What follows belongs to an exercise in optimizing a design on an open flow for small area; a production flow would make more cautious choices. In this exercise RTL edits were held to simulation tests only and were not proved equivalent to the original. No driver is modelled on the clock port, so clock power and skew are understated where the tree is cut down; a real chip needs a root buffer or a tree. No activity file was given, so power comes from the tool's default toggle rates.

Setup of run C:
## mtm_Alu
module mtm_Alu (
    input  wire clk,    
    input  wire rst_n,  
    input  wire sin,    
    output reg  sout    
);
For scale: about 370 cells after synthesis, ~4 I/O pins, about 4200 um^2 of cells after synthesis.
==> module mtm_Alu, before the edit <==
module mtm_Alu (
    input  wire clk,    
    input  wire rst_n,  
    input  wire sin,    
    output reg  sout    
);
localparam R_IDLE = 4'b0110, R_TYPE = 4'b0111, R_STOP = 4'b0000, R_RDY = 4'b0010;
reg [3:0] rs;
reg [3:0] rf;     
reg       terr;   
reg [3:0] crc;
reg [2:0] op;
reg [31:0] L, U;
wire rx_bit = rs[3];
wire r_type = ~rs[3] & rs[0];
wire r_stop = ~rs[3] & ~rs[1];
wire r_wait = ~rs[3] & rs[1] & ~rs[0];
wire rdy    = ~rs[3] & ~rs[2] & rs[1];
wire full   = rf[3];
wire cmp    = full & rs[3] & rs[2];       
wire r_end  = full | terr;
always @(posedge clk or negedge rst_n)
    if (!rst_n) begin
        rs <= R_IDLE;
        rf <= 4'd0;
    end else begin
        if (rdy)
            rf <= 4'd0;
        else if (r_stop && !r_end)
            rf <= rf + 4'd1;
        if (r_stop)
            rs <= r_end ? R_RDY : R_IDLE;
        else if (r_wait)
            rs <= sin ? R_IDLE : R_TYPE;
        else
            rs <= rs + 4'd1;
    end
always @(posedge clk) begin
    if (r_type)
        terr <= sin ^ full;
    if ((rf == 4'd0) && !rs[3] && rs[2])
        crc <= 4'd0;
    else if (rx_bit)
        crc <= {crc[3] ^ crc[2] ^ sin, crc[1], crc[0], crc[3] ^ (cmp ? sin : crc[2])};
    if (rx_bit && !cmp)
        op <= {op[1:0], sin};
    if (rx_bit && !full)
        L <= {L[30:0], sin};
end
wire sub   = op[0];
wire arith = op[2];
wire pass  = cmp;
wire [1:0] sel = rs[1:0];                       
reg  [7:0] La;
always @*
    case (sel)
        2'd0: La = L[7:0];
        2'd1: La = L[15:8];
        2'd2: La = L[23:16];
        default: La = L[31:24];
    endcase
wire [7:0] Ub = U[7:0];
wire [7:0] Bx = Ub ^ {8{sub}};
reg        kc;                                  
wire [8:0] cy;
wire [7:0] C8;
assign cy[0] = (sel == 2'd0) ? sub : kc;
genvar i;
generate
    for (i = 0; i < 8; i = i + 1) begin : g_alu
        assign cy[i+1] = (La[i] & Bx[i]) | (La[i] & cy[i]) | (Bx[i] & cy[i]);
        assign C8[i] = arith ? (La[i] ^ Bx[i] ^ cy[i]) : sub ? (La[i] | Ub[i]) : (La[i] & Ub[i]);
    end
endgenerate
always @(posedge clk)
    kc <= cy[8];
wire flag_c = arith & (cy[8] ^ sub);
wire flag_v = arith & (cy[8] ^ cy[7]);
wire crc_bad = |crc;
wire err_op  = full & op[1];
wire err_crc = full & ~op[1] & crc_bad;
wire err_dat = ~full | (~op[1] & ~crc_bad & terr);
wire is_err  = ~full | op[1] | crc_bad | terr;
localparam T_START = 4'b0110;
reg [2:0] tf;
reg [3:0] ts;
reg [3:0] F;      
reg [2:0] tcrc;
wire tx_on  = (tf != 3'd0);
wire ctl_fr = ~tf[2] & (tf[1] ^ tf[0]);
wire t_err  = tf[1];                       
wire tx_bit = tx_on & ts[3];
wire c_bit  = tx_bit & ~ctl_fr;            
wire t_stop = ~ts[3] & ~ts[1];
wire k0     = (ts[2:0] == 3'd0);
wire k_hi   = ts[2] & (ts[1] | ts[0]);     
wire k7     = ts[2] & ts[1] & ts[0];
wire pay = !ctl_fr ? U[31] : (k0 | (k7 & t_err)) ? t_err : (k_hi & ~t_err) ? tcrc[2] : F[3];
wire out_nxt = !tx_on ? 1'b1 :
               ts[3] ? pay :
               ~ts[1] | (ts[0] & ctl_fr);
always @(posedge clk or negedge rst_n)
    if (!rst_n)
        tf <= 3'd0;
    else if (rdy)
        tf <= is_err ? 3'b010 : 3'b100;
    else if (tx_on && t_stop)
        tf <= ctl_fr ? 3'b000 : {~tf[0], tf[2], tf[1]};
wire tcrc_d = (ctl_fr && k_hi) ? tcrc[0] : pay;
always @(posedge clk) begin
    if (rdy || t_stop)
        ts <= T_START;
    else
        ts <= ts + 4'd1;
    if (rdy)
        tcrc <= 3'd0;
    else if (tx_bit)
        tcrc <= {tcrc[1] ^ tcrc_d ^ tcrc[0], tcrc[0], tcrc_d ^ tcrc[2]};
    if (rdy) begin
        if (is_err)
            F <= {err_dat, err_crc, err_op, err_dat};
    end else if (pass && (sel == 2'd3))
        F <= {flag_c, flag_v, 1'b1, C8[7]};
    else if (c_bit)
        F[1] <= F[1] & ~U[31];
    else if (ctl_fr && tx_bit && !k0)
        F <= {F[2:0], F[2]};
    if (pass)
        U <= {C8, U[31:8]};
    else if ((rx_bit && rf[2]) || c_bit)
        U <= {U[30:0], L[31]};
    sout <= out_nxt;
end
endmodule
clock: 5.0 ns
lec_check: 0
abc_area: 1
cap_margin: 20
core_margin: 2
core_utilization: 60
slew_margin: 20
standard.sh (not shown) runs the stock make flow with config.mk's settings and CLKGATE_MAP_FILE= SYNTH_SCRIPT=/design/flow/synth_recipe.tcl, a recipe that flattens the netlist after the stock synthesis.
==> flow/flow/run.sh <==
#!/bin/bash
# Own layout flow: the standard synthesis, then the combinational logic between the
# registers is mapped again by ABC with an area-oriented script (registers, full adders
# and the design's ports are kept as they are), then the standard layout from the
# floorplan on. Each tool's output goes to a log file of its own in this folder.
set -euo pipefail
HERE=$(pwd)
FLOWDIR=$HERE/flow
RES=$HERE/orfs/results/${FLOW_PLATFORM}/mtm_Alu/base
LIB=$FLOW_HOME/platforms/${FLOW_PLATFORM}/lib/sky130_fd_sc_hd__tt_025C_1v80.lib
YOSYS=$FLOW_HOME/../tools/install/yosys/bin/yosys
[[ -x $YOSYS ]] || YOSYS=$(command -v yosys)

# 1. standard synthesis
bash standard.sh synth > $HERE/log_1_standard_synth.txt 2>&1

# 2. re-map the combinational logic
cp $RES/1_2_yosys.v $HERE/standard_1_2_yosys.v
python3 $FLOWDIR/unmap.py $LIB $HERE/standard_1_2_yosys.v $HERE/unmapped.v fa_ > $HERE/log_2_unmap.txt 2>&1
DONTUSE=""
for c in $(sed -n '/DONT_USE_CELLS/,/^$/p' $FLOW_HOME/platforms/${FLOW_PLATFORM}/config.mk | grep -o 'sky130_fd_sc_hd__[a-z0-9_]*'); do
  DONTUSE="$DONTUSE -dont_use $c"
done
cat > $HERE/resynth.ys <<EOY
read_liberty -lib $LIB
read_verilog $HERE/unmapped.v
hierarchy -check -top $FLOW_TOP
techmap
opt -fast
opt_clean
abc -liberty $LIB $DONTUSE -script $FLOWDIR/abc_area.scr -D 5000
opt_clean -purge
hilomap -singleton -hicell sky130_fd_sc_hd__conb_1 HI -locell sky130_fd_sc_hd__conb_1 LO
splitnets
opt_clean -purge
insbuf -buf sky130_fd_sc_hd__buf_4 A X
check -assert
tee -o $HERE/resynth_stat.txt stat -liberty $LIB
write_verilog -noattr -noexpr -nohex -nodec $HERE/resynth.v
EOY
$YOSYS -s $HERE/resynth.ys > $HERE/log_3_resynth.txt 2>&1
cp $HERE/resynth.v $RES/1_2_yosys.v
touch $RES/1_2_yosys.v

# 3. standard layout from the floorplan on; after clock_tree_synthesis the clock
#    tree is rebuilt as one level of four buffers (flow/post_cts.tcl)
bash standard.sh finish "CTS_ARGS=-sink_clustering_enable -repair_clock_nets -dont_use_dummy_load" \
  "POST_CTS_TCL=$FLOWDIR/post_cts.tcl" "BUFFER_PORTS_ARGS=-buffer_cell sky130_fd_sc_hd__buf_1" \
  > $HERE/log_4_standard_layout.txt 2>&1
Other scripts of this flow, unchanged in this note and not shown: flow/flow/abc_area.scr, flow/flow/post_cts.tcl, flow/flow/unmap.py
Modified inputs, run A compared to run C
--- a/flow/design.v
+++ b/flow/design.v
@@ -86,9 +86,9 @@
 reg [3:0] ts;
 reg [3:0] F;      
 reg [2:0] tcrc;
 wire tx_on  = (tf != 3'd0);
-wire ctl_fr = ~tf[2] & (tf[1] ^ tf[0]);
+wire ctl_fr = tf[2] & tf[0];
 wire t_err  = tf[1];                       
 wire tx_bit = tx_on & ts[3];
 wire c_bit  = tx_bit & ~ctl_fr;            
 wire t_stop = ~ts[3] & ~ts[1];
@@ -102,11 +102,11 @@
 always @(posedge clk or negedge rst_n)
     if (!rst_n)
         tf <= 3'd0;
     else if (rdy)
-        tf <= is_err ? 3'b010 : 3'b100;
+        tf <= is_err ? 3'd7 : 3'd1;
     else if (tx_on && t_stop)
-        tf <= ctl_fr ? 3'b000 : {~tf[0], tf[2], tf[1]};
+        tf <= ctl_fr ? 3'd0 : tf + 3'd1;
 wire tcrc_d = (ctl_fr && k_hi) ? tcrc[0] : pay;
 always @(posedge clk) begin
     if (rdy || t_stop)
         ts <= T_START;
Results
Per the final summary, run A finished and its layout is clean on timing, DRC and antenna.
[run A] met1 capacity usage during global routing fell 2.5 points relative to run C
Run A vs. run C: switching power share of the total went down by 0.34 points.
Per the comparison of run A with run C, combinational share of power level, setup slack moved up, total die area level, last weighted congestion value of the routability-driven placer moved down, reported net switching power moved down.
Power: run A draws less than run C
Initial DRC count, run C and run A: higher on run A
Run A: final critical-path required period 64 ps below run C
Between run A and run C, it is run A whose final area is higher, by about 0.33%.
Most crowded layer after global routing = met2: run A; most crowded layer after global routing = met1: run C
Between run C and run A, the difference in power consumed by combinational cells is negligible.
No run of this note takes its clock network from TritonCTS; it comes from the design's own scripts or RTL.

## afterwards: timing with drivers on the ports
In the flow no input, the clock included, has a driving cell. The finished layouts below were timed again as built, in two steps.
Step 1 sets driving cells, clkbuf_16 on the clock port and buf_2 on the other inputs (assumed; they add their load-dependent delay and slew).
Step 2 also shifts input and output timing later by t, the mid clock arrival at the registers, as if the neighbouring blocks saw the same clock.
Slacks: ideal / step 1 / step 2; pairs: ideal / step 1.
| run | t, ns | setup WS [ns] | hold WS [ns] | cell pins on the clock port's net |
|---|---|---|---|---|
| run C | 0.228 | 0.203 / 0.203 / 0.203 | 0.454 / 0.454 / 0.454 | 4 |
| run A | 0.230 | 0.268 / 0.268 / 0.268 | 0.445 / 0.445 / 0.445 | 4 |
After both steps setup and hold are still met in every run listed.
